What follows belongs to an exercise in optimizing a design on an open flow for small area; a production flow would make more cautious choices. Function was checked by simulation only, so behaviour that the tests miss may differ from the original.

## flow/design.v (module list and top-level ports; edited modules follow where they fit)
// module bldc_fa: 4 lines
// module bldc_esc: 1371 lines
module bldc_esc #(parameter DATA_WIDTH = 16, parameter debounce = 3)(
  input clk,
  input reset,
  input pwm_en,
  input encoder_a,
  input encoder_b,
  input [DATA_WIDTH-1:0] pwm_period,
  input [DATA_WIDTH-1:0] period_reference,
  input [DATA_WIDTH-1:0] Kp_ext,
  input [DATA_WIDTH-1:0] Ki_ext,
  input [DATA_WIDTH-1:0] Kd_ext,
  input override_internal_pid,
  output reg motor_positive,
  output reg motor_negative
);
  // ...
==> flow/flow/run.sh <==
#!/bin/bash
# Layout flow: the standard flow (standard.sh, standard synthesis
# unchanged) with two layout changes:
#  - the input and output port buffers use the smallest plain buffer,
#    sky130_fd_sc_hd__buf_1 (every port still gets its own buffer);
#  - clock tree synthesis runs with ORFS's usual arguments plus
#    -dont_use_dummy_load, so it adds no dummy load cells to balance the
#    tree's leaves.
# The make output goes to orfs_make.log; each ORFS step keeps its own log
# under orfs/logs/.
set -euo pipefail
here=$(pwd)
bash standard.sh \
  "BUFFER_PORTS_ARGS=-buffer_cell sky130_fd_sc_hd__buf_1" \
  "CTS_ARGS=-sink_clustering_enable -repair_clock_nets -dont_use_dummy_load" \
  finish > "$here/orfs_make.log" 2>&1
==> flow/standard.sh <==
#!/bin/bash
# synth_recipe.tcl (not shown) runs the flow's synth.tcl, then flattens the netlist and writes it again
# the make line also repeats each setting of config.mk as NAME=value (left out here)
make -C /OpenROAD-flow-scripts/flow DESIGN_CONFIG=/design/flow/config.mk WORK_HOME=/design/flow/orfs CLKGATE_MAP_FILE= SYNTH_SCRIPT=/design/flow/synth_recipe.tcl "${@:-finish}"
==> flow/config.mk <==
export PLATFORM = sky130hd
export DESIGN_NAME = bldc_esc
export DESIGN_NICKNAME = bldc_esc
export VERILOG_FILES = /design/flow/design.v
export SDC_FILE = /design/flow/constraint.sdc
export NUM_CORES = 4
export LEC_CHECK = 0
export CAP_MARGIN = 20
export CORE_MARGIN = 2
export CORE_UTILIZATION = 70
export PLACE_DENSITY = 0.8
export SLEW_MARGIN = 20
export SYNTH_HIERARCHICAL = 1
==> flow/constraint.sdc <==
create_clock -name core_clock -period 8.0 [get_ports {clk}]
set_input_delay 1.6000 -clock core_clock [delete_from_list [all_inputs] [get_ports {clk}]]
set_output_delay 1.6000 -clock core_clock [all_outputs]
set_load 0.01 [all_outputs]
==> flow_summary.json, run 1 <==
{
  "worstSetupStartpointType": "flip-flop",
  "cts_root_buf": "clkbuf_16",
  "outcome": "finished clean",
  "synthSimpleGateAreaFrac": 0.126,
  "post_dp_cell_area_um2": 17700,
  "finalSetupTns_ns": 0,
  "antenna_found_initial": 0,
  "vias": 12100,
  "buffers": 130,
  "path_cells": "nor2_1 -> fa_1 -> fa_1 -> fa_1 -> fa_1 -> fa_1 -> fa_1 -> fa_1 -> fa_1 -> fa_1 -> fa_1 -> fa_1 -> ha_1 -> fa_1 -> fa_1 -> fa_1 -> fa_1 -> xor2_1",
  "fin_cells": 1918,
  "worstSetupEndpoint": "pid_msb_late$_DFF_PP0_",
  "nFillCells": 1587,
  "synth_top_family_by_area": "adder cells",
  "ys_seq_area_frac": 0.287,
  "multi_input_area_share": 0.629,
  "finish.utilization": 0.768,
  "grt_util_met1": 0.499,
  "cp.depth": 18,
  "die_w_um": 160,
  "wl_met2_mm": 22.4,
  "io_pins": 88,
  "layout.nonclk_buf_frac": 0.0359,
  "worstMarginPinSlew_ns": 1.03,
  "ys_ff_latch": 190,
  "crit-reg2reg-launch": "Ki_n[1]$_DFFE_PP1P_",
  "met3_usage": 0.113,
  "wirelength_mm": 48.4,
  "drt_iter0_markers": 1415,
  "fin_crit_ns": 7.50,
  "synth_adder_area_share": 0.431,
  "max_freq_mhz": 133,
  "grt_overflow": 0,
  "multi_input_area_um2": 11400,
  "setup_viol": 0,
  "rrSetupSlack_ns": 0.50
}
==> run 2: changes to the inputs <==
--- a/flow/design.v
+++ b/flow/design.v
@@ -1223,28 +1223,16 @@
   wire p1942 = p1938 ^ p101770;
   wire p1944 = p101773 ^ p1940;
   wire p1946 = p1942 ^ p101776;
   wire p1948 = p1944 ^ p1946;
   wire p1950 = p101779 ^ p1948;
   wire p1952 = p1950 ^ p101782;
   wire pid_msb_late_next = p1792;
   wire [15:0] pid_next = {p1952, p1788, p1671, p1560, p1455, p1354, p1263, p1181, p1108, p1044, p989, p943, p906, p878, p860, p851};
-  function [16:0] add16(input [15:0] a, input [15:0] b, input cin);
-    integer i;
-    reg c;
-    begin
-      c = cin;
-      for (i = 0; i < 16; i = i + 1) begin
-        add16[i] = a[i] ^ b[i] ^ c;
-        c = (a[i] & b[i]) | (a[i] & c) | (b[i] & c);
-      end
-      add16[16] = c;
-    end
-  endfunction
   function lt16(input [15:0] a, input [15:0] b);
     integer i;
     reg c;
     begin
       c = 1'b0;
       for (i = 0; i < 16; i = i + 1)
         c = (~a[i] & b[i]) | (~a[i] & c) | (b[i] & c);
       lt16 = c;
@@ -1267,26 +1255,24 @@
     begin
       c = 1'b1;
       for (i = 0; i < 8; i = i + 1) begin
         inc8[i] = a[i] ^ c;
         c = a[i] & c;
       end
     end
   endfunction
-  wire [5:0] int_a_hi = {6{integral_n[11]}};
-  wire [5:0] int_b_hi = {error_n[15], error_n[15:11]};
-  wire [5:0] int_hi0 = int_a_hi + int_b_hi;
-  wire [5:0] int_hi1 = int_a_hi + int_b_hi + 6'd1;
-  wire [5:0] int_top = int_lo11[11] ? int_hi1 : int_hi0;
-  wire int_neg = int_top[5];
-  wire [15:0] int_sum = {int_top[4:0], int_lo11[10:0]};
-  wire int_hi = ~int_neg & (int_sum[15:11] != 5'b00000);
-  wire int_lo = int_neg & (int_sum[15:11] != 5'b11111);
-  wire [11:0] int_next_n = int_hi ? 12'h7ff : int_lo ? 12'h800 : int_sum[11:0];
+  wire signed [5:0] int_v = {error_n[15], error_n[15:11]};
+  wire signed [5:0] int_s = {5'd0, integral_n[11]};
+  wire int_c = int_lo11[11];
+  wire signed [5:0] int_u = int_v - int_s;
+  wire int_hi = (int_u >= 6'sd1) | ((int_u == 6'sd0) & int_c);
+  wire int_lo = (int_u <= -6'sd3) | ((int_u == -6'sd2) & ~int_c);
+  wire int_b11 = ((int_u == -6'sd1) & ~int_c) | ((int_u == -6'sd2) & int_c);
+  wire [11:0] int_next_n = int_hi ? 12'h7ff : int_lo ? 12'h800 : {int_b11, int_lo11[10:0]};
   wire [15:0] pid = {pid_output[15] ^ pid_msb_late, pid_output[14:0]};
   wire pid_le0 = pid[15] | (pid == 16'd0);
   wire pid_gt = lt16(pwm_period, pid);
   wire [15:0] duty_next = pid_le0 ? pwm_period : pid_gt ? 16'd1 : pid;
   wire a_stable = (encoder_a_shift_reg == 3'b000) | (encoder_a_shift_reg == 3'b111);
   wire b_stable = (encoder_b_shift_reg == 3'b000) | (encoder_b_shift_reg == 3'b111);
   always @(posedge clk or posedge reset) begin
     if (reset) begin
==> run 2 against run 1 <==
Still clean; design area fell by 0.48%; hold slack improved by 0.013 ns; maximum frequency is 1.4% lower; clock skew grew 0.0064 ns; global-route usage grew 0.43 points; wire length decreased by 0.38%; worst setup slack worse by 0.10 ns; critical endpoint unchanged; largest cell class unchanged; highest routed layer unchanged.
==> flow_summary.json, run 2 <==
{
  "grt_pass1_vias": 13100,
  "worstSetupStartpointType": "flip-flop",
  "cts_setup_buffers": 0,
  "io_buffers": 87,
  "grt_overflow": 0,
  "row_count": 56,
  "clock_path_buffers": 2,
  "cts_root_buf": "clkbuf_16",
  "path_buf_inv": 0,
  "hold_class": "reg -> reg",
  "path_class": "reg -> reg",
  "gp_congestion": 1.00,
  "dp_hpwl_mm": 37.6,
  "rsz0062_at_grt": "no",
  "grt_max_degree": 108,
  "die-area_um2": 25500,
  "avgViaCountPerCell": 6.24,
  "syn_inst": 1516,
  "vias": 11900,
  "met3_length_mm": 4.44,
  "max-cap-violations": 0,
  "avgSynthCellArea_um2": 11.2,
  "finish.utilization": 0.765,
  "io_pins": 88,
  "setup_viol": 0,
  "drc": 0,
  "area_growth_pct": 6.65,
  "grt_pass1_wl_mm": 74.7,
  "yosys.cell_count.top_type": "nor2_1",
  "met1_length_mm": 17.1,
  "placed_cells": 1882,
  "wirelength_mm": 48.3,
  "synth_nets": 1976,
  "cts_tree": "built",
  "path_cells": "nor2_1 -> fa_1 -> fa_1 -> fa_1 -> fa_1 -> fa_1 -> fa_1 -> fa_1 -> fa_1 -> fa_1 -> fa_1 -> fa_1 -> ha_1 -> fa_1 -> fa_1 -> fa_1 -> fa_1 -> xor2_1",
  "cts_max_level": 4,
  "ys_types": 59,
  "drt_iter0_markers": 1644,
  "synth_edf_count": 0,
  "slew_violations": 0,
  "worstMarginPinSlew_ns": 0.945,
  "drtAntennaViolNets": 0,
  "start_util": 0.717,
  "clk_latency_ns": 0.46,
  "dr.pass1.iters": 6,
  "crit_top_cell": "fa_1",
  "final_cell_mix": "nor2_1, fa_1, inv_1, dfrtp_1, dfstp_2",
  "die_w_um": 160,
  "synth.area.top_cells": "fa_1, dfrtp_1, dfstp_2, nor2_1, xnor2_1",
  "netlist_area_um2": 16900,
  "cts.sinks": 190,
  "nFillCells": 1612,
  "ys_warn_count": 7,
  "max_freq_mhz": 132,
  "critPathRequiredTime_ns": 8.31,
  "cts_resized": 0,
  "drive_above_1_share": 0.113,
  "yosys.area.top_type": "fa_1",
  "track_usage": 0.402,
  "synthArstFlopShare": 1.00,
  "postCtsHoldBufs": 0,
  "finalCritPeriodShare": 0.951,
  "crit_slowest_cell": "dfstp_2",
  "ys.flop_type": "dfrtp_1",
  "antenna_found_initial": 0,
  "fin_skew_ns": 0.0442,
  "crit_fanout": 10,
  "cts_buffers": 17,
  "fin_crit_ns": 7.60,
  "ys_seq_area_frac": 0.287,
  "critPathMaxStageDelay_ns": 0.68,
  "crit_path_end_kind": "flip-flop",
  "synth_common_cells": "nor2_1, fa_1, inv_1",
  "clk_pin_slew_ns": 0.09,
  "wl_met2_mm": 23.3,
  "critPathTopFamily": "adder cells",
  "finalSetupTns_ns": 0,
  "hold_viol": 0,
  "outcome": "finished clean",
  "synth_top_area_frac": 0.392,
  "fin_cells": 1900,
  "maxSlewHeadroom": 0.370,
  "wl_per_cell_um": 25.4,
  "die_h_um": 160,
  "crit_arrival_ns": 7.91,
  "routed.top_layer": "met4",
  "ys_ff_latch": 190,
  "nNetsFinal": 2042,
  "coreArea_um2": 23600,
  "final_common_cell": "nor2_1"
}
==> run 2: area by class of cell <==
type / count / area [um^2] / area share
inverters: 116 / 443 / 0.0245
flip-flops and latches: 190 / 4870 / 0.270
well taps: 319 / 399 / 0.0221
diodes: 1 / 2.50 / 0.000139
repair buffers: 125 / 617 / 0.0342
multi-input cells: 1132 / 11300 / 0.626
clock buffers: 17 / 425 / 0.0236
==> run 2: through the flow <==
| step | hold slack, ns | cell area (um^2) | setup WS, ns |
|---|---|---|---|
| 2_1_floorplan | 0.354 | 16900 | 0.364 |
| 3_3_place_gp | 0.359 | 17600 | 0.513 |
| 3_5_place_dp | 0.373 | 17600 | 0.418 |
| 4_1_cts | 0.387 | 18000 | 0.391 |
| 5_1_grt | 0.403 | 18100 | 0.199 |
| 6_report | 0.384 | 18100 | 0.395 |
==> run 2: final timing paths <==
path | startpoint | end | slack (ns) | depth (start not counted)
max | derivative_n[1]$_DFF_PP1_ | pid_msb_late$_DFF_PP0_ | 0.40 | 18
min | encoder_a_shift_reg[0]$_DFF_PP0_ | encoder_a_shift_reg[1]$_DFF_PP0_ | 0.38 | 0
max reg2reg | derivative_n[1]$_DFF_PP1_ | pid_msb_late$_DFF_PP0_ | 0.40 | 18
min reg2reg | encoder_a_shift_reg[0]$_DFF_PP0_ | encoder_a_shift_reg[1]$_DFF_PP0_ | 0.38 | 0
max in group asynchronous | reset | previous_error[6]$_DFF_PP0_ | 5.38 | 3
min in group asynchronous | reset | encoder_b_shift_reg[0]$_DFF_PP0_ | 1.31 | 2
==> run 2: per-module statistics from Yosys, one instance, submodules excluded <==
module / cells inside / area, um^2 / flip-flops and latches / copies in the design
bldc_fa: 1 / 20.0 / 0 / 332
bldc_esc: 1184 / 10300 / 190 / 1
==> run 2: cells by family (layout without fill, tap and decap cells) <==
kind of cell	Yosys count	in the layout	share of synthesized area
AOI/OAI and AO/OA	79	79	0.0343
xor gates and xnor gates	101	101	0.0522
adders and majority gates	378	378	0.426
buffers and inverters	194	258	0.0451
DFF	190	190	0.287
muxes	45	45	0.0270
other	0	1	0
and+or+nand+nor	529	529	0.128
==> run 2: routing by layer <==
metal	track usage	up-vias
met2	0.644	797
met5	0	-
li1	-	4768
met3	0.0854	235
met4	0.230	0
met1	0.517	6054

re-timing with driven ports:
The results above use ideal ports. As a check the final layouts listed here were re-extracted and re-timed, cells and wires unchanged. Step 1 assumes that a clkbuf_16 drives the clock port and a buf_2 every other input. Step 2 times the ports against the registers' clock, not the clock port: input delays grow and output delays shrink by t, the midpoint of the rising clock arrivals with the driver on. Slacks: ideal / step 1 / step 2; pairs: ideal / step 1.
run | shift t [ns] | setup slack, ns | worst setup path at the end | worst register clock-pin slew, ns
run 1 | 0.495 | 0.499 / 0.499 / 0.499 | register to register | 0.09 / 0.09
run 2 | 0.490 | 0.395 / 0.395 / 0.395 | register to register | 0.09 / 0.09
After both steps setup and hold are still met in every run listed.
